This design comes from an exercise in tuning for small area, a short achievable clock period and few clock cycles on the open sky130 flow, not from production work.
At most, simulation tests tie the RTL to the original design; equivalence was not proved.
Power is estimated from default activity; no workload was simulated.

==> job 5954 <==
==> flow/design.v (excerpt) <==
module fp_mult(A, B, clk, reset, C, done, flow);
    input [31:0] A, B;
    input clk;
    input reset;
    output [31:0] C;
    output done;
    output [1:0] flow;
    wire be0_one = B[0] ^ 1'b0;
    wire be0_two = (B[1] & ~B[0] & ~1'b0) | (~B[1] & B[0] & 1'b0);
    wire be0_neg = B[1];
    wire be0_x0 = (A[0] ^ B[1]);
    wire be0_x1 = (A[1] ^ B[1]);
    wire be0_x2 = (A[2] ^ B[1]);
    wire be0_x3 = (A[3] ^ B[1]);
    wire be0_x4 = (A[4] ^ B[1]);
    wire be0_x5 = (A[5] ^ B[1]);
    wire be0_x6 = (A[6] ^ B[1]);
    wire be0_x7 = (A[7] ^ B[1]);
    wire be0_x8 = (A[8] ^ B[1]);
    wire be0_x9 = (A[9] ^ B[1]);
    wire be0_x10 = (A[10] ^ B[1]);
    wire be0_x11 = (A[11] ^ B[1]);
    wire be0_x12 = (A[12] ^ B[1]);
    wire be0_x13 = (A[13] ^ B[1]);
    wire be0_x14 = (A[14] ^ B[1]);
    wire be0_x15 = (A[15] ^ B[1]);
    wire be0_x16 = (A[16] ^ B[1]);
    wire be0_x17 = (A[17] ^ B[1]);
    wire be0_x18 = (A[18] ^ B[1]);
    wire be0_x19 = (A[19] ^ B[1]);
  ...
export LEC_CHECK = 0
export ABC_AREA = 1
export CAP_MARGIN = 20
export CORE_MARGIN = 2
export CORE_UTILIZATION = 45
export SLEW_MARGIN = 20
export SYNTH_HIERARCHICAL = 1
create_clock -name core_clock -period 5.0 [get_ports {clk}]
standard.sh (not shown) runs the stock make flow with config.mk's settings and CLKGATE_MAP_FILE= SYNTH_SCRIPT=/design/flow/synth_recipe.tcl, a recipe that flattens the netlist after the stock synthesis.
==> flow/flow/run.sh <==
#!/bin/bash
set -o pipefail
export BUFFER_PORTS_ARGS="-buffer_cell sky130_fd_sc_hd__buf_4"
bash standard.sh > standard.log 2>&1
==> job 2744: changes against job 5954 <==
==> flow/flow/run.sh (replaced) <==
#!/bin/bash
set -o pipefail
export BUFFER_PORTS_ARGS="-buffer_cell sky130_fd_sc_hd__buf_2"
bash standard.sh > standard.log 2>&1
--- a/flow/config.mk
+++ b/flow/config.mk
@@ -8,6 +8,6 @@
 export ABC_AREA = 1
 export CAP_MARGIN = 20
 export CORE_MARGIN = 2
-export CORE_UTILIZATION = 45
+export CORE_UTILIZATION = 40
 export SLEW_MARGIN = 20
 export SYNTH_HIERARCHICAL = 1
==> job 6353: changes against job 5954 <==
--- a/flow/config.mk
+++ b/flow/config.mk
@@ -8,6 +8,6 @@
 export ABC_AREA = 1
 export CAP_MARGIN = 20
 export CORE_MARGIN = 2
-export CORE_UTILIZATION = 45
+export CORE_UTILIZATION = 60
 export SLEW_MARGIN = 20
 export SYNTH_HIERARCHICAL = 1
==> job 1942: changes against job 5954 <==
--- a/flow/config.mk
+++ b/flow/config.mk
@@ -8,6 +8,6 @@
 export ABC_AREA = 1
 export CAP_MARGIN = 20
 export CORE_MARGIN = 2
-export CORE_UTILIZATION = 45
+export CORE_UTILIZATION = 40
 export SLEW_MARGIN = 20
 export SYNTH_HIERARCHICAL = 1
==> run summary <==
tap cell count=532; power in the clock group=around 820 µW; GRT met2 Usage=between 40% and 50%; CP delay by family, top=adder cells; drt initial violations=1518; internal power=roughly 6400 µW; Total Power=~14000 µW; status=complete, no violations; initial antenna violation count=1
# the run above: job 5954

==> run summary <==
initial antenna violation count=0; internal power=around 6200 µW; CP delay by family, top=simple AND/OR/NAND/NOR gates; inverter count=about 250; Netlist Area Pre-Place=roughly 19000 µm²; dpl cells=2993; die area=48100 µm²; worst-path fanout max=15; CTS Sinks=83; Total Power=13400 µW; Non-clk bufs=roughly 210; power in the clock group=between 600 and 700 µW; Slew @ Worst Pin=~850 ps; drt initial violations=between 1000 and 1500; IO Count=~100; tap cell count=600; Setup TNS=0 ps; status=complete, no violations
# the run above: job 1942

==> run summary <==
status=complete, no violations; share of cells above drive strength 1=11.6%; CTS root buf=clkbuf_16; tap cell count=between 300 and 400; power in the clock group=around 700 µW; grt peak-use layer=met2; RSZ-0062 raised after global routing=false; Total Power=13200 µW; GRT met2 Usage=between 50% and 60%; register area=~1800 µm²; initial antenna violation count=0; Synthesized Nets=about 2800; drt initial violations=about 1700; crit path launch type=flip-flop; sw frac=a little over half; CP delay by family, top=simple AND/OR/NAND/NOR gates; hold buffers post-CTS=0; Placer Congestion=between 0.9 and 1; Via Count=approximately 17000
# the run above: job 6353

==> run summary <==
status=complete, no violations; drt initial violations=roughly 1200; CP delay by family, top=simple AND/OR/NAND/NOR gates; power in the clock group=671 µW; Total Power=~13000 µW; Global Route met3 Usage=around 3.1%; initial antenna violation count=0; GRT met2 Usage=between 40% and 50%; internal power=6060 µW; drt wl/cell=roughly 20 µm
# the run above: job 2744

Testbench counts of job 5954, summed over its fixed seeds: cycles 2,400.
Testbench counts of job 2744, summed over its fixed seeds: cycles 2,400.
Testbench counts of job 6353, summed over its fixed seeds: cycles 2,400.
Testbench counts of job 1942, summed over its fixed seeds: cycles 2,400.

---

==> run H: inputs <==
Another version of the RTL of fp_mult (not shown whole).
clock: 5.0 ns
lec_check: 0
abc_area: 1
cap_margin: 20
core_margin: 2
core_utilization: 40
slew_margin: 20
synth_hierarchical: 1
==> flow/flow/run.sh <==
#!/bin/bash
set -o pipefail
export BUFFER_PORTS_ARGS="-buffer_cell sky130_fd_sc_hd__buf_4"
bash standard.sh > standard.log 2>&1
==> run B: changes against run H <==
--- a/flow/design.v
+++ b/flow/design.v
@@ -58,12 +58,11 @@
     wire pp24 = (be0_one & be0_x23) | (be0_two & be0_x22);
     wire pp25 = (be0_one & B[1]) | (be0_two & be0_x23);
     wire be0_sgn = B[1] & ~(B[0] & 1'b0);
     wire pp26 = ~be0_sgn;
     wire pp27 = be0_sgn;
-    wire be1_one;
-    xor_cell u_be1_one (.a(B[2]), .b(B[1]), .y(be1_one));
+    wire be1_one = B[2] ^ B[1];
     wire be1_two = (B[3] & ~B[2] & ~B[1]) | (~B[3] & B[2] & B[1]);
     wire be1_neg = B[3];
     wire be1_x0 = (A[0] ^ B[3]);
     wire be1_x1 = (A[1] ^ B[3]);
     wire be1_x2 = (A[2] ^ B[3]);
@@ -114,12 +113,11 @@
     wire pp51 = (be1_one & be1_x23) | (be1_two & be1_x22);
     wire pp52 = (be1_one & B[3]) | (be1_two & be1_x23);
     wire be1_sgn = B[3] & ~(B[2] & B[1]);
     wire pp53 = ~be1_sgn;
     wire pp54 = be1_sgn;
-    wire be2_one;
-    xor_cell u_be2_one (.a(B[4]), .b(B[3]), .y(be2_one));
+    wire be2_one = B[4] ^ B[3];
     wire be2_two = (B[5] & ~B[4] & ~B[3]) | (~B[5] & B[4] & B[3]);
     wire be2_neg = B[5];
     wire be2_x0 = (A[0] ^ B[5]);
     wire be2_x1 = (A[1] ^ B[5]);
     wire be2_x2 = (A[2] ^ B[5]);
@@ -170,12 +168,11 @@
     wire pp78 = (be2_one & be2_x23) | (be2_two & be2_x22);
     wire pp79 = (be2_one & B[5]) | (be2_two & be2_x23);
     wire be2_sgn = B[5] & ~(B[4] & B[3]);
     wire pp80 = ~be2_sgn;
     wire pp81 = be2_sgn;
-    wire be3_one;
-    xor_cell u_be3_one (.a(B[6]), .b(B[5]), .y(be3_one));
+    wire be3_one = B[6] ^ B[5];
     wire be3_two = (B[7] & ~B[6] & ~B[5]) | (~B[7] & B[6] & B[5]);
     wire be3_neg = B[7];
     wire be3_x0 = (A[0] ^ B[7]);
     wire be3_x1 = (A[1] ^ B[7]);
     wire be3_x2 = (A[2] ^ B[7]);
@@ -226,12 +223,11 @@
     wire pp105 = (be3_one & be3_x23) | (be3_two & be3_x22);
     wire pp106 = (be3_one & B[7]) | (be3_two & be3_x23);
     wire be3_sgn = B[7] & ~(B[6] & B[5]);
     wire pp107 = ~be3_sgn;
     wire pp108 = be3_sgn;
-    wire be4_one;
-    xor_cell u_be4_one (.a(B[8]), .b(B[7]), .y(be4_one));
+    wire be4_one = B[8] ^ B[7];
     wire be4_two = (B[9] & ~B[8] & ~B[7]) | (~B[9] & B[8] & B[7]);
     wire be4_neg = B[9];
     wire be4_x0 = (A[0] ^ B[9]);
     wire be4_x1 = (A[1] ^ B[9]);
     wire be4_x2 = (A[2] ^ B[9]);
@@ -282,12 +278,11 @@
     wire pp132 = (be4_one & be4_x23) | (be4_two & be4_x22);
     wire pp133 = (be4_one & B[9]) | (be4_two & be4_x23);
     wire be4_sgn = B[9] & ~(B[8] & B[7]);
     wire pp134 = ~be4_sgn;
     wire pp135 = be4_sgn;
-    wire be5_one;
-    xor_cell u_be5_one (.a(B[10]), .b(B[9]), .y(be5_one));
+    wire be5_one = B[10] ^ B[9];
     wire be5_two = (B[11] & ~B[10] & ~B[9]) | (~B[11] & B[10] & B[9]);
     wire be5_neg = B[11];
     wire be5_x0 = (A[0] ^ B[11]);
     wire be5_x1 = (A[1] ^ B[11]);
     wire be5_x2 = (A[2] ^ B[11]);
@@ -338,12 +333,11 @@
     wire pp159 = (be5_one & be5_x23) | (be5_two & be5_x22);
     wire pp160 = (be5_one & B[11]) | (be5_two & be5_x23);
     wire be5_sgn = B[11] & ~(B[10] & B[9]);
     wire pp161 = ~be5_sgn;
     wire pp162 = be5_sgn;
-    wire be6_one;
-    xor_cell u_be6_one (.a(B[12]), .b(B[11]), .y(be6_one));
+    wire be6_one = B[12] ^ B[11];
     wire be6_two = (B[13] & ~B[12] & ~B[11]) | (~B[13] & B[12] & B[11]);
     wire be6_neg = B[13];
     wire be6_x0 = (A[0] ^ B[13]);
     wire be6_x1 = (A[1] ^ B[13]);
     wire be6_x2 = (A[2] ^ B[13]);
@@ -394,12 +388,11 @@
     wire pp186 = (be6_one & be6_x23) | (be6_two & be6_x22);
     wire pp187 = (be6_one & B[13]) | (be6_two & be6_x23);
     wire be6_sgn = B[13] & ~(B[12] & B[11]);
     wire pp188 = ~be6_sgn;
     wire pp189 = be6_sgn;
-    wire be7_one;
-    xor_cell u_be7_one (.a(B[14]), .b(B[13]), .y(be7_one));
+    wire be7_one = B[14] ^ B[13];
     wire be7_two = (B[15] & ~B[14] & ~B[13]) | (~B[15] & B[14] & B[13]);
     wire be7_neg = B[15];
     wire be7_x0 = (A[0] ^ B[15]);
     wire be7_x1 = (A[1] ^ B[15]);
     wire be7_x2 = (A[2] ^ B[15]);
@@ -450,12 +443,11 @@
     wire pp213 = (be7_one & be7_x23) | (be7_two & be7_x22);
     wire pp214 = (be7_one & B[15]) | (be7_two & be7_x23);
     wire be7_sgn = B[15] & ~(B[14] & B[13]);
     wire pp215 = ~be7_sgn;
     wire pp216 = be7_sgn;
-    wire be8_one;
-    xor_cell u_be8_one (.a(B[16]), .b(B[15]), .y(be8_one));
+    wire be8_one = B[16] ^ B[15];
     wire be8_two = (B[17] & ~B[16] & ~B[15]) | (~B[17] & B[16] & B[15]);
     wire be8_neg = B[17];
     wire be8_x0 = (A[0] ^ B[17]);
     wire be8_x1 = (A[1] ^ B[17]);
     wire be8_x2 = (A[2] ^ B[17]);
@@ -506,12 +498,11 @@
     wire pp240 = (be8_one & be8_x23) | (be8_two & be8_x22);
     wire pp241 = (be8_one & B[17]) | (be8_two & be8_x23);
     wire be8_sgn = B[17] & ~(B[16] & B[15]);
     wire pp242 = ~be8_sgn;
     wire pp243 = be8_sgn;
-    wire be9_one;
-    xor_cell u_be9_one (.a(B[18]), .b(B[17]), .y(be9_one));
+    wire be9_one = B[18] ^ B[17];
     wire be9_two = (B[19] & ~B[18] & ~B[17]) | (~B[19] & B[18] & B[17]);
     wire be9_neg = B[19];
     wire be9_x0 = (A[0] ^ B[19]);
     wire be9_x1 = (A[1] ^ B[19]);
     wire be9_x2 = (A[2] ^ B[19]);
@@ -562,12 +553,11 @@
     wire pp267 = (be9_one & be9_x23) | (be9_two & be9_x22);
     wire pp268 = (be9_one & B[19]) | (be9_two & be9_x23);
     wire be9_sgn = B[19] & ~(B[18] & B[17]);
     wire pp269 = ~be9_sgn;
     wire pp270 = be9_sgn;
-    wire be10_one;
-    xor_cell u_be10_one (.a(B[20]), .b(B[19]), .y(be10_one));
+    wire be10_one = B[20] ^ B[19];
     wire be10_two = (B[21] & ~B[20] & ~B[19]) | (~B[21] & B[20] & B[19]);
     wire be10_neg = B[21];
     wire be10_x0 = (A[0] ^ B[21]);
     wire be10_x1 = (A[1] ^ B[21]);
     wire be10_x2 = (A[2] ^ B[21]);
@@ -618,12 +608,11 @@
     wire pp294 = (be10_one & be10_x23) | (be10_two & be10_x22);
     wire pp295 = (be10_one & B[21]) | (be10_two & be10_x23);
     wire be10_sgn = B[21] & ~(B[20] & B[19]);
     wire pp296 = ~be10_sgn;
     wire pp297 = be10_sgn;
-    wire be11_one;
-    xor_cell u_be11_one (.a(B[22]), .b(B[21]), .y(be11_one));
+    wire be11_one = B[22] ^ B[21];
     wire be11_two = (1'b1 & ~B[22] & ~B[21]) | (~1'b1 & B[22] & B[21]);
     wire be11_neg = 1'b1;
     wire pp298 = ((be11_one & A[0])) ^ be11_neg;
     wire pp299 = ((be11_one & A[1]) | (be11_two & A[0])) ^ be11_neg;
     wire pp300 = ((be11_one & A[2]) | (be11_two & A[1])) ^ be11_neg;
@@ -1617,10 +1606,5 @@
     input load;
     input [W-1:0] q, d;
     output [W-1:0] y;
     assign y = load ? d : q;
 endmodule
-module xor_cell(a, b, y);
-    input a, b;
-    output y;
-    assign y = a ^ b;
-endmodule
==> impl_metrics.tcl <==
set metrics [dict create \
    wire_per_inst_um 19.57 \
    grt_pass1_vias 16217 \
    p_leak_nw 9.489 \
    sh_seq_area_pct 8.534 \
    layout_common_cells "nand2_1 (514), o22ai_1 (271), xnor2_1 (256)" \
    placed_area_um2 20220 \
    cp-startpoint "r_m[25]$_DFF_P_" \
    die_area_um2 48190 \
    path_clk_slew_ps 80 \
    synth_fp_nets 2824 \
    status "complete, no violations" \
    rr_startpoint "r_m[25]$_DFF_P_" \
    min_to "r_m[65]$_DFF_P_" \
    dp_hpwl_um 48350 \
    place.gp.congestion 0.9322 \
    comb_power_share_pct 85.0 \
    critPathMaxFanout 15 \
]
(the above is from run B)
==> impl_metrics.tcl <==
set metrics [dict create \
    status "complete, no violations" \
    placed_area_um2 20190 \
    dp_hpwl_um 48450 \
    synth_fp_nets 2828 \
    place.gp.congestion 0.9180 \
    layout_common_cells "nand2_1 (567), fa_1 (251), xnor2_1 (238)" \
    path_clk_slew_ps 70 \
    comb_power_share_pct 84.5 \
    critPathMaxFanout 14 \
    min_to "r_m[54]$_DFF_P_" \
]
(the above is from run H)
No functional check of the RTL was part of any run of this note.

---

==> delta <==
fp_mult, a different RTL version from the one above (not shown whole).
## fp_mult
module fp_mult(A, B, clk, reset, C, done, flow);
    input [31:0] A, B;
    input clk;
    input reset;
    output [31:0] C;
    output done;
    output [1:0] flow;
    wire be0_one = B[0] ^ 1'b0;
    wire be0_two = (B[1] & ~B[0] & ~1'b0) | (~B[1] & B[0] & 1'b0);
    wire be0_neg = B[1];
    wire be0_x0 = (A[0] ^ B[1]);
    wire be0_x1 = (A[1] ^ B[1]);
    wire be0_x2 = (A[2] ^ B[1]);
    wire be0_x3 = (A[3] ^ B[1]);
    wire be0_x4 = (A[4] ^ B[1]);
    wire be0_x5 = (A[5] ^ B[1]);
    wire be0_x6 = (A[6] ^ B[1]);
    wire be0_x7 = (A[7] ^ B[1]);
    wire be0_x8 = (A[8] ^ B[1]);
    wire be0_x9 = (A[9] ^ B[1]);
    wire be0_x10 = (A[10] ^ B[1]);
    wire be0_x11 = (A[11] ^ B[1]);
    wire be0_x12 = (A[12] ^ B[1]);
    wire be0_x13 = (A[13] ^ B[1]);
    wire be0_x14 = (A[14] ^ B[1]);
    wire be0_x15 = (A[15] ^ B[1]);
    wire be0_x16 = (A[16] ^ B[1]);
    wire be0_x17 = (A[17] ^ B[1]);
    wire be0_x18 = (A[18] ^ B[1]);
    wire be0_x19 = (A[19] ^ B[1]);
    wire be0_x20 = (A[20] ^ B[1]);
    wire be0_x21 = (A[21] ^ B[1]);
    wire be0_x22 = (A[22] ^ B[1]);
    wire be0_x23 = ~B[1];
    wire pp1 = (be0_one & be0_x0) | (be0_two & B[1]);
    wire pp2 = (be0_one & be0_x1) | (be0_two & be0_x0);
    wire pp3 = (be0_one & be0_x2) | (be0_two & be0_x1);
    wire pp4 = (be0_one & be0_x3) | (be0_two & be0_x2);
    wire pp5 = (be0_one & be0_x4) | (be0_two & be0_x3);
    wire pp6 = (be0_one & be0_x5) | (be0_two & be0_x4);
    wire pp7 = (be0_one & be0_x6) | (be0_two & be0_x5);
    wire pp8 = (be0_one & be0_x7) | (be0_two & be0_x6);
    wire pp9 = (be0_one & be0_x8) | (be0_two & be0_x7);
    wire pp10 = (be0_one & be0_x9) | (be0_two & be0_x8);
    wire pp11 = (be0_one & be0_x10) | (be0_two & be0_x9);
    wire pp12 = (be0_one & be0_x11) | (be0_two & be0_x10);
    wire pp13 = (be0_one & be0_x12) | (be0_two & be0_x11);
    wire pp14 = (be0_one & be0_x13) | (be0_two & be0_x12);
    wire pp15 = (be0_one & be0_x14) | (be0_two & be0_x13);
  ...
==> flow/config.mk <==
export PLATFORM = sky130hd
export DESIGN_NAME = fp_mult
export DESIGN_NICKNAME = fp_mult
export VERILOG_FILES = /design/flow/design.v
export SDC_FILE = /design/flow/constraint.sdc
export NUM_CORES = 4
export LEC_CHECK = 0
export ABC_AREA = 1
export CAP_MARGIN = 20
export CORE_MARGIN = 2
export CORE_UTILIZATION = 40
export SLEW_MARGIN = 20
export SYNTH_HIERARCHICAL = 1
==> flow/constraint.sdc <==
create_clock -name core_clock -period 5.0 [get_ports {clk}]
set_input_delay 1.0000 -clock core_clock [delete_from_list [all_inputs] [get_ports {clk}]]
set_output_delay 1.0000 -clock core_clock [all_outputs]
set_load 0.01 [all_outputs]
Scripts as last shown in full above: flow/flow/run.sh
==> fjord (differences from delta) <==
--- a/flow/design.v
+++ b/flow/design.v
@@ -58,12 +58,11 @@
     wire pp24 = (be0_one & be0_x23) | (be0_two & be0_x22);
     wire pp25 = (be0_one & B[1]) | (be0_two & be0_x23);
     wire be0_sgn = B[1] & ~(B[0] & 1'b0);
     wire pp26 = ~be0_sgn;
     wire pp27 = be0_sgn;
-    wire be1_one;
-    xor_cell u_be1_one (.a(B[2]), .b(B[1]), .y(be1_one));
+    wire be1_one = B[2] ^ B[1];
     wire be1_two = (B[3] & ~B[2] & ~B[1]) | (~B[3] & B[2] & B[1]);
     wire be1_neg = B[3];
     wire be1_x0 = (A[0] ^ B[3]);
     wire be1_x1 = (A[1] ^ B[3]);
     wire be1_x2 = (A[2] ^ B[3]);
@@ -114,12 +113,11 @@
     wire pp51 = (be1_one & be1_x23) | (be1_two & be1_x22);
     wire pp52 = (be1_one & B[3]) | (be1_two & be1_x23);
     wire be1_sgn = B[3] & ~(B[2] & B[1]);
     wire pp53 = ~be1_sgn;
     wire pp54 = be1_sgn;
-    wire be2_one;
-    xor_cell u_be2_one (.a(B[4]), .b(B[3]), .y(be2_one));
+    wire be2_one = B[4] ^ B[3];
     wire be2_two = (B[5] & ~B[4] & ~B[3]) | (~B[5] & B[4] & B[3]);
     wire be2_neg = B[5];
     wire be2_x0 = (A[0] ^ B[5]);
     wire be2_x1 = (A[1] ^ B[5]);
     wire be2_x2 = (A[2] ^ B[5]);
@@ -170,12 +168,11 @@
     wire pp78 = (be2_one & be2_x23) | (be2_two & be2_x22);
     wire pp79 = (be2_one & B[5]) | (be2_two & be2_x23);
     wire be2_sgn = B[5] & ~(B[4] & B[3]);
     wire pp80 = ~be2_sgn;
     wire pp81 = be2_sgn;
-    wire be3_one;
-    xor_cell u_be3_one (.a(B[6]), .b(B[5]), .y(be3_one));
+    wire be3_one = B[6] ^ B[5];
     wire be3_two = (B[7] & ~B[6] & ~B[5]) | (~B[7] & B[6] & B[5]);
     wire be3_neg = B[7];
     wire be3_x0 = (A[0] ^ B[7]);
     wire be3_x1 = (A[1] ^ B[7]);
     wire be3_x2 = (A[2] ^ B[7]);
@@ -226,12 +223,11 @@
     wire pp105 = (be3_one & be3_x23) | (be3_two & be3_x22);
     wire pp106 = (be3_one & B[7]) | (be3_two & be3_x23);
     wire be3_sgn = B[7] & ~(B[6] & B[5]);
     wire pp107 = ~be3_sgn;
     wire pp108 = be3_sgn;
-    wire be4_one;
-    xor_cell u_be4_one (.a(B[8]), .b(B[7]), .y(be4_one));
+    wire be4_one = B[8] ^ B[7];
     wire be4_two = (B[9] & ~B[8] & ~B[7]) | (~B[9] & B[8] & B[7]);
     wire be4_neg = B[9];
     wire be4_x0 = (A[0] ^ B[9]);
     wire be4_x1 = (A[1] ^ B[9]);
     wire be4_x2 = (A[2] ^ B[9]);
@@ -282,12 +278,11 @@
     wire pp132 = (be4_one & be4_x23) | (be4_two & be4_x22);
     wire pp133 = (be4_one & B[9]) | (be4_two & be4_x23);
     wire be4_sgn = B[9] & ~(B[8] & B[7]);
     wire pp134 = ~be4_sgn;
     wire pp135 = be4_sgn;
-    wire be5_one;
-    xor_cell u_be5_one (.a(B[10]), .b(B[9]), .y(be5_one));
+    wire be5_one = B[10] ^ B[9];
     wire be5_two = (B[11] & ~B[10] & ~B[9]) | (~B[11] & B[10] & B[9]);
     wire be5_neg = B[11];
     wire be5_x0 = (A[0] ^ B[11]);
     wire be5_x1 = (A[1] ^ B[11]);
     wire be5_x2 = (A[2] ^ B[11]);
@@ -338,12 +333,11 @@
     wire pp159 = (be5_one & be5_x23) | (be5_two & be5_x22);
     wire pp160 = (be5_one & B[11]) | (be5_two & be5_x23);
     wire be5_sgn = B[11] & ~(B[10] & B[9]);
     wire pp161 = ~be5_sgn;
     wire pp162 = be5_sgn;
-    wire be6_one;
-    xor_cell u_be6_one (.a(B[12]), .b(B[11]), .y(be6_one));
+    wire be6_one = B[12] ^ B[11];
     wire be6_two = (B[13] & ~B[12] & ~B[11]) | (~B[13] & B[12] & B[11]);
     wire be6_neg = B[13];
     wire be6_x0 = (A[0] ^ B[13]);
     wire be6_x1 = (A[1] ^ B[13]);
     wire be6_x2 = (A[2] ^ B[13]);
@@ -394,12 +388,11 @@
     wire pp186 = (be6_one & be6_x23) | (be6_two & be6_x22);
     wire pp187 = (be6_one & B[13]) | (be6_two & be6_x23);
     wire be6_sgn = B[13] & ~(B[12] & B[11]);
     wire pp188 = ~be6_sgn;
     wire pp189 = be6_sgn;
-    wire be7_one;
-    xor_cell u_be7_one (.a(B[14]), .b(B[13]), .y(be7_one));
+    wire be7_one = B[14] ^ B[13];
     wire be7_two = (B[15] & ~B[14] & ~B[13]) | (~B[15] & B[14] & B[13]);
     wire be7_neg = B[15];
     wire be7_x0 = (A[0] ^ B[15]);
     wire be7_x1 = (A[1] ^ B[15]);
     wire be7_x2 = (A[2] ^ B[15]);
@@ -450,12 +443,11 @@
     wire pp213 = (be7_one & be7_x23) | (be7_two & be7_x22);
     wire pp214 = (be7_one & B[15]) | (be7_two & be7_x23);
     wire be7_sgn = B[15] & ~(B[14] & B[13]);
     wire pp215 = ~be7_sgn;
     wire pp216 = be7_sgn;
-    wire be8_one;
-    xor_cell u_be8_one (.a(B[16]), .b(B[15]), .y(be8_one));
+    wire be8_one = B[16] ^ B[15];
     wire be8_two = (B[17] & ~B[16] & ~B[15]) | (~B[17] & B[16] & B[15]);
     wire be8_neg = B[17];
     wire be8_x0 = (A[0] ^ B[17]);
     wire be8_x1 = (A[1] ^ B[17]);
     wire be8_x2 = (A[2] ^ B[17]);
@@ -506,12 +498,11 @@
     wire pp240 = (be8_one & be8_x23) | (be8_two & be8_x22);
     wire pp241 = (be8_one & B[17]) | (be8_two & be8_x23);
     wire be8_sgn = B[17] & ~(B[16] & B[15]);
     wire pp242 = ~be8_sgn;
     wire pp243 = be8_sgn;
-    wire be9_one;
-    xor_cell u_be9_one (.a(B[18]), .b(B[17]), .y(be9_one));
+    wire be9_one = B[18] ^ B[17];
     wire be9_two = (B[19] & ~B[18] & ~B[17]) | (~B[19] & B[18] & B[17]);
     wire be9_neg = B[19];
     wire be9_x0 = (A[0] ^ B[19]);
     wire be9_x1 = (A[1] ^ B[19]);
     wire be9_x2 = (A[2] ^ B[19]);
@@ -562,12 +553,11 @@
     wire pp267 = (be9_one & be9_x23) | (be9_two & be9_x22);
     wire pp268 = (be9_one & B[19]) | (be9_two & be9_x23);
     wire be9_sgn = B[19] & ~(B[18] & B[17]);
     wire pp269 = ~be9_sgn;
     wire pp270 = be9_sgn;
-    wire be10_one;
-    xor_cell u_be10_one (.a(B[20]), .b(B[19]), .y(be10_one));
+    wire be10_one = B[20] ^ B[19];
     wire be10_two = (B[21] & ~B[20] & ~B[19]) | (~B[21] & B[20] & B[19]);
     wire be10_neg = B[21];
     wire be10_x0 = (A[0] ^ B[21]);
     wire be10_x1 = (A[1] ^ B[21]);
     wire be10_x2 = (A[2] ^ B[21]);
@@ -618,12 +608,11 @@
     wire pp294 = (be10_one & be10_x23) | (be10_two & be10_x22);
     wire pp295 = (be10_one & B[21]) | (be10_two & be10_x23);
     wire be10_sgn = B[21] & ~(B[20] & B[19]);
     wire pp296 = ~be10_sgn;
     wire pp297 = be10_sgn;
-    wire be11_one;
-    xor_cell u_be11_one (.a(B[22]), .b(B[21]), .y(be11_one));
+    wire be11_one = B[22] ^ B[21];
     wire be11_two = (1'b1 & ~B[22] & ~B[21]) | (~1'b1 & B[22] & B[21]);
     wire be11_neg = 1'b1;
     wire pp298 = ((be11_one & A[0])) ^ be11_neg;
     wire pp299 = ((be11_one & A[1]) | (be11_two & A[0])) ^ be11_neg;
     wire pp300 = ((be11_one & A[2]) | (be11_two & A[1])) ^ be11_neg;
@@ -1332,16 +1321,13 @@
     wire P1003 = p963 & p961;
     reg [73:0] r_m;           
     reg [8:0] r_esum;
     reg r_sign;
     reg r_done;
-    wire [73:0] m_next;
-    hold_mux #(.W(74)) u_hold (.load(reset), .q(r_m), .d({s564, c545, s544, c525, s524, s522, s506, c489, s488, c473, s472, c457, s456, c443, s442, c429, s428, s426, P1003, G1002, P1001, G1000, s938, c937, c933, s936, s932, c929, c923, s928, s922, c917, c909, s916, s908, c901, c891, s900, s890, c881, c869, s880, s868, c857, c843, s856, s842, c829, c813, s828, s812, c797, c779, s796, s778, c761, c741, s760, s740, c721, c699, s720, s698, c677, s676, c653, c629, s652, s628, c607, c585, s606, s584, c565}), .y(m_next));
-    always @(posedge clk)
-        r_m <= m_next;
     always @(posedge clk) begin
         if (reset) begin
+            r_m <= {s564, c545, s544, c525, s524, s522, s506, c489, s488, c473, s472, c457, s456, c443, s442, c429, s428, s426, P1003, G1002, P1001, G1000, s938, c937, c933, s936, s932, c929, c923, s928, s922, c917, c909, s916, s908, c901, c891, s900, s890, c881, c869, s880, s868, c857, c843, s856, s842, c829, c813, s828, s812, c797, c779, s796, s778, c761, c741, s760, s740, c721, c699, s720, s698, c677, s676, c653, c629, s652, s628, c607, c585, s606, s584, c565};
             r_esum <= {1'b0, A[30:23]} + {1'b0, B[30:23]};
             r_sign <= A[31] ^ B[31];
             r_done <= 1'b1;
         end
     end
@@ -1586,17 +1572,5 @@
     input a, b;
     output s, co;
     assign s = a ^ b;
     assign co = a & b;
 endmodule
-module hold_mux(load, q, d, y);
-    parameter W = 1;
-    input load;
-    input [W-1:0] q, d;
-    output [W-1:0] y;
-    assign y = load ? d : q;
-endmodule
-module xor_cell(a, b, y);
-    input a, b;
-    output y;
-    assign y = a ^ b;
-endmodule
==> harbor (differences from delta) <==
--- a/flow/design.v
+++ b/flow/design.v
@@ -58,12 +58,11 @@
     wire pp24 = (be0_one & be0_x23) | (be0_two & be0_x22);
     wire pp25 = (be0_one & B[1]) | (be0_two & be0_x23);
     wire be0_sgn = B[1] & ~(B[0] & 1'b0);
     wire pp26 = ~be0_sgn;
     wire pp27 = be0_sgn;
-    wire be1_one;
-    xor_cell u_be1_one (.a(B[2]), .b(B[1]), .y(be1_one));
+    wire be1_one = B[2] ^ B[1];
     wire be1_two = (B[3] & ~B[2] & ~B[1]) | (~B[3] & B[2] & B[1]);
     wire be1_neg = B[3];
     wire be1_x0 = (A[0] ^ B[3]);
     wire be1_x1 = (A[1] ^ B[3]);
     wire be1_x2 = (A[2] ^ B[3]);
@@ -114,12 +113,11 @@
     wire pp51 = (be1_one & be1_x23) | (be1_two & be1_x22);
     wire pp52 = (be1_one & B[3]) | (be1_two & be1_x23);
     wire be1_sgn = B[3] & ~(B[2] & B[1]);
     wire pp53 = ~be1_sgn;
     wire pp54 = be1_sgn;
-    wire be2_one;
-    xor_cell u_be2_one (.a(B[4]), .b(B[3]), .y(be2_one));
+    wire be2_one = B[4] ^ B[3];
     wire be2_two = (B[5] & ~B[4] & ~B[3]) | (~B[5] & B[4] & B[3]);
     wire be2_neg = B[5];
     wire be2_x0 = (A[0] ^ B[5]);
     wire be2_x1 = (A[1] ^ B[5]);
     wire be2_x2 = (A[2] ^ B[5]);
@@ -170,12 +168,11 @@
     wire pp78 = (be2_one & be2_x23) | (be2_two & be2_x22);
     wire pp79 = (be2_one & B[5]) | (be2_two & be2_x23);
     wire be2_sgn = B[5] & ~(B[4] & B[3]);
     wire pp80 = ~be2_sgn;
     wire pp81 = be2_sgn;
-    wire be3_one;
-    xor_cell u_be3_one (.a(B[6]), .b(B[5]), .y(be3_one));
+    wire be3_one = B[6] ^ B[5];
     wire be3_two = (B[7] & ~B[6] & ~B[5]) | (~B[7] & B[6] & B[5]);
     wire be3_neg = B[7];
     wire be3_x0 = (A[0] ^ B[7]);
     wire be3_x1 = (A[1] ^ B[7]);
     wire be3_x2 = (A[2] ^ B[7]);
@@ -226,12 +223,11 @@
     wire pp105 = (be3_one & be3_x23) | (be3_two & be3_x22);
     wire pp106 = (be3_one & B[7]) | (be3_two & be3_x23);
     wire be3_sgn = B[7] & ~(B[6] & B[5]);
     wire pp107 = ~be3_sgn;
     wire pp108 = be3_sgn;
-    wire be4_one;
-    xor_cell u_be4_one (.a(B[8]), .b(B[7]), .y(be4_one));
+    wire be4_one = B[8] ^ B[7];
     wire be4_two = (B[9] & ~B[8] & ~B[7]) | (~B[9] & B[8] & B[7]);
     wire be4_neg = B[9];
     wire be4_x0 = (A[0] ^ B[9]);
     wire be4_x1 = (A[1] ^ B[9]);
     wire be4_x2 = (A[2] ^ B[9]);
@@ -282,12 +278,11 @@
     wire pp132 = (be4_one & be4_x23) | (be4_two & be4_x22);
     wire pp133 = (be4_one & B[9]) | (be4_two & be4_x23);
     wire be4_sgn = B[9] & ~(B[8] & B[7]);
     wire pp134 = ~be4_sgn;
     wire pp135 = be4_sgn;
-    wire be5_one;
-    xor_cell u_be5_one (.a(B[10]), .b(B[9]), .y(be5_one));
+    wire be5_one = B[10] ^ B[9];
     wire be5_two = (B[11] & ~B[10] & ~B[9]) | (~B[11] & B[10] & B[9]);
     wire be5_neg = B[11];
     wire be5_x0 = (A[0] ^ B[11]);
     wire be5_x1 = (A[1] ^ B[11]);
     wire be5_x2 = (A[2] ^ B[11]);
@@ -338,12 +333,11 @@
     wire pp159 = (be5_one & be5_x23) | (be5_two & be5_x22);
     wire pp160 = (be5_one & B[11]) | (be5_two & be5_x23);
     wire be5_sgn = B[11] & ~(B[10] & B[9]);
     wire pp161 = ~be5_sgn;
     wire pp162 = be5_sgn;
-    wire be6_one;
-    xor_cell u_be6_one (.a(B[12]), .b(B[11]), .y(be6_one));
+    wire be6_one = B[12] ^ B[11];
     wire be6_two = (B[13] & ~B[12] & ~B[11]) | (~B[13] & B[12] & B[11]);
     wire be6_neg = B[13];
     wire be6_x0 = (A[0] ^ B[13]);
     wire be6_x1 = (A[1] ^ B[13]);
     wire be6_x2 = (A[2] ^ B[13]);
@@ -394,12 +388,11 @@
     wire pp186 = (be6_one & be6_x23) | (be6_two & be6_x22);
     wire pp187 = (be6_one & B[13]) | (be6_two & be6_x23);
     wire be6_sgn = B[13] & ~(B[12] & B[11]);
     wire pp188 = ~be6_sgn;
     wire pp189 = be6_sgn;
-    wire be7_one;
-    xor_cell u_be7_one (.a(B[14]), .b(B[13]), .y(be7_one));
+    wire be7_one = B[14] ^ B[13];
     wire be7_two = (B[15] & ~B[14] & ~B[13]) | (~B[15] & B[14] & B[13]);
     wire be7_neg = B[15];
     wire be7_x0 = (A[0] ^ B[15]);
     wire be7_x1 = (A[1] ^ B[15]);
     wire be7_x2 = (A[2] ^ B[15]);
@@ -450,12 +443,11 @@
     wire pp213 = (be7_one & be7_x23) | (be7_two & be7_x22);
     wire pp214 = (be7_one & B[15]) | (be7_two & be7_x23);
     wire be7_sgn = B[15] & ~(B[14] & B[13]);
     wire pp215 = ~be7_sgn;
     wire pp216 = be7_sgn;
-    wire be8_one;
-    xor_cell u_be8_one (.a(B[16]), .b(B[15]), .y(be8_one));
+    wire be8_one = B[16] ^ B[15];
     wire be8_two = (B[17] & ~B[16] & ~B[15]) | (~B[17] & B[16] & B[15]);
     wire be8_neg = B[17];
     wire be8_x0 = (A[0] ^ B[17]);
     wire be8_x1 = (A[1] ^ B[17]);
     wire be8_x2 = (A[2] ^ B[17]);
@@ -506,12 +498,11 @@
     wire pp240 = (be8_one & be8_x23) | (be8_two & be8_x22);
     wire pp241 = (be8_one & B[17]) | (be8_two & be8_x23);
     wire be8_sgn = B[17] & ~(B[16] & B[15]);
     wire pp242 = ~be8_sgn;
     wire pp243 = be8_sgn;
-    wire be9_one;
-    xor_cell u_be9_one (.a(B[18]), .b(B[17]), .y(be9_one));
+    wire be9_one = B[18] ^ B[17];
     wire be9_two = (B[19] & ~B[18] & ~B[17]) | (~B[19] & B[18] & B[17]);
     wire be9_neg = B[19];
     wire be9_x0 = (A[0] ^ B[19]);
     wire be9_x1 = (A[1] ^ B[19]);
     wire be9_x2 = (A[2] ^ B[19]);
@@ -562,12 +553,11 @@
     wire pp267 = (be9_one & be9_x23) | (be9_two & be9_x22);
     wire pp268 = (be9_one & B[19]) | (be9_two & be9_x23);
     wire be9_sgn = B[19] & ~(B[18] & B[17]);
     wire pp269 = ~be9_sgn;
     wire pp270 = be9_sgn;
-    wire be10_one;
-    xor_cell u_be10_one (.a(B[20]), .b(B[19]), .y(be10_one));
+    wire be10_one = B[20] ^ B[19];
     wire be10_two = (B[21] & ~B[20] & ~B[19]) | (~B[21] & B[20] & B[19]);
     wire be10_neg = B[21];
     wire be10_x0 = (A[0] ^ B[21]);
     wire be10_x1 = (A[1] ^ B[21]);
     wire be10_x2 = (A[2] ^ B[21]);
@@ -618,12 +608,11 @@
     wire pp294 = (be10_one & be10_x23) | (be10_two & be10_x22);
     wire pp295 = (be10_one & B[21]) | (be10_two & be10_x23);
     wire be10_sgn = B[21] & ~(B[20] & B[19]);
     wire pp296 = ~be10_sgn;
     wire pp297 = be10_sgn;
-    wire be11_one;
-    xor_cell u_be11_one (.a(B[22]), .b(B[21]), .y(be11_one));
+    wire be11_one = B[22] ^ B[21];
     wire be11_two = (1'b1 & ~B[22] & ~B[21]) | (~1'b1 & B[22] & B[21]);
     wire be11_neg = 1'b1;
     wire pp298 = ((be11_one & A[0])) ^ be11_neg;
     wire pp299 = ((be11_one & A[1]) | (be11_two & A[0])) ^ be11_neg;
     wire pp300 = ((be11_one & A[2]) | (be11_two & A[1])) ^ be11_neg;
@@ -1593,10 +1582,5 @@
     input load;
     input [W-1:0] q, d;
     output [W-1:0] y;
     assign y = load ? d : q;
 endmodule
-module xor_cell(a, b, y);
-    input a, b;
-    output y;
-    assign y = a ^ b;
-endmodule
--- a/flow/config.mk
+++ b/flow/config.mk
@@ -4,10 +4,11 @@
 export VERILOG_FILES = /design/flow/design.v
 export SDC_FILE = /design/flow/constraint.sdc
 export NUM_CORES = 4
 export LEC_CHECK = 0
 export ABC_AREA = 1
+export ABC_CLOCK_PERIOD_IN_PS = 3000
 export CAP_MARGIN = 20
 export CORE_MARGIN = 2
 export CORE_UTILIZATION = 40
 export SLEW_MARGIN = 20
 export SYNTH_HIERARCHICAL = 1
==> run summary <==
	fjord	delta	harbor
First-iteration detailed-routing DRC count	1325	1429	1084
Non-clk invs	252	235	248
Slew at the pin with the worst max-slew slack	0.913 ns	1.11 ns	0.848 ns
Gate power share	0.842	0.847	0.860
Run status	no timing/DRC/antenna violations	no timing/DRC/antenna violations	no timing/DRC/antenna violations
Worst Reg-to-Reg Cells	-	2	2
Total Die Area	0.0478 mm²	0.0486 mm²	0.0481 mm²
Placed cell areas	0.0204 mm²	0.0204 mm²	0.0203 mm²
Post-Route M1 WL	27.5 mm	26.7 mm	25.0 mm
Ratio of cells with drive above 1 in the final layout	0.132	0.112	0.117
Initial antenna violation count	1	0	0
Syn avg cell area	8.66 µm²	7.70 µm²	7.90 µm²
Depth of the critical timing path with buffers and inverters included	22	21	23
Worst Setup Slack, final	0.179 ns	0.230 ns	0.304 ns
Starting density of the core	0.406	0.404	0.407
Layout clock buffer count	10	13	9
Number of cells in the finished layout apart from fillers	2820	3111	3011
Biggest fanout along the worst timing path	7	23	15
Power attributed to sequential cells	1.78 mW	1.20 mW	1.18 mW
Worst reg2reg path startpoint	-	r_m[19]	r_m[31]
P_clk	0.799 mW	0.734 mW	0.696 mW
Worst clock skew	-	0 ns	0 ns
Grt met1 use	0.370	0.354	0.320
Psw	8.48 mW	6.75 mW	7.21 mW
Global-route wire length before repair	92.2 mm	95.3 mm	92.7 mm
Testbench counts of harbor, summed over its fixed seeds: cycles 2,400.
No functional check of the RTL was part of delta and fjord.

==> separate check: timing with driven ports <==
The results above use ideal ports. As a check the final layouts listed here were re-extracted and re-timed, cells and wires unchanged. Step 1: set_driving_cell puts a clkbuf_16 on clk and a buf_2 on each other input, an assumption about the parent block. Step 2, shift: input delay + t, output delay - t, t = (earliest + latest rising clock arrival at the registers) / 2. This alone moves slack from input paths to output paths. Slacks: no drivers / after step 1 / after step 2; pairs: no drivers / after step 1.
run | t (ns) | setup WS [ns] | worst setup path after step 2 | latest minus earliest clock arrival (ns) | worst slew at a driven data input, ns
job 5954 | 0.404 | 0.224 / 0.195 / -0.149 | input to register | 0.018 / 0.018 | 0.05
job 2744 | 0.418 | 0.239 / 0.184 / -0.085 | input to register | 0.010 / 0.011 | 0.09
job 6353 | 0.409 | 0.282 / 0.230 / -0.127 | input to register | 0.013 / 0.013 | 0.06
job 1942 | 0.413 | 0.304 / 0.247 / -0.037 | input to register | 0.008 / 0.008 | 0.08
run H | 0.415 | 0.241 / 0.189 / 0.055 | input to register | 0.020 / 0.020 | 0.11
run B | 0.419 | 0.235 / 0.184 / -0.027 | input to register | 0.020 / 0.020 | 0.10
delta | 0.416 | 0.230 / 0.182 / -0.036 | input to register | 0.016 / 0.015 | 0.05
fjord | 0.430 | 0.179 / 0.126 / -0.074 | input to register | 0.010 / 0.011 | 0.09
harbor | 0.413 | 0.304 / 0.247 / -0.037 | input to register | 0.008 / 0.008 | 0.08
With both steps, setup timing fails in 8 of these runs, where it was met with ideal ports. The setup slack of job 6353, which loses most, moves by -0.052 ns with the drivers and by -0.409 ns with both steps.
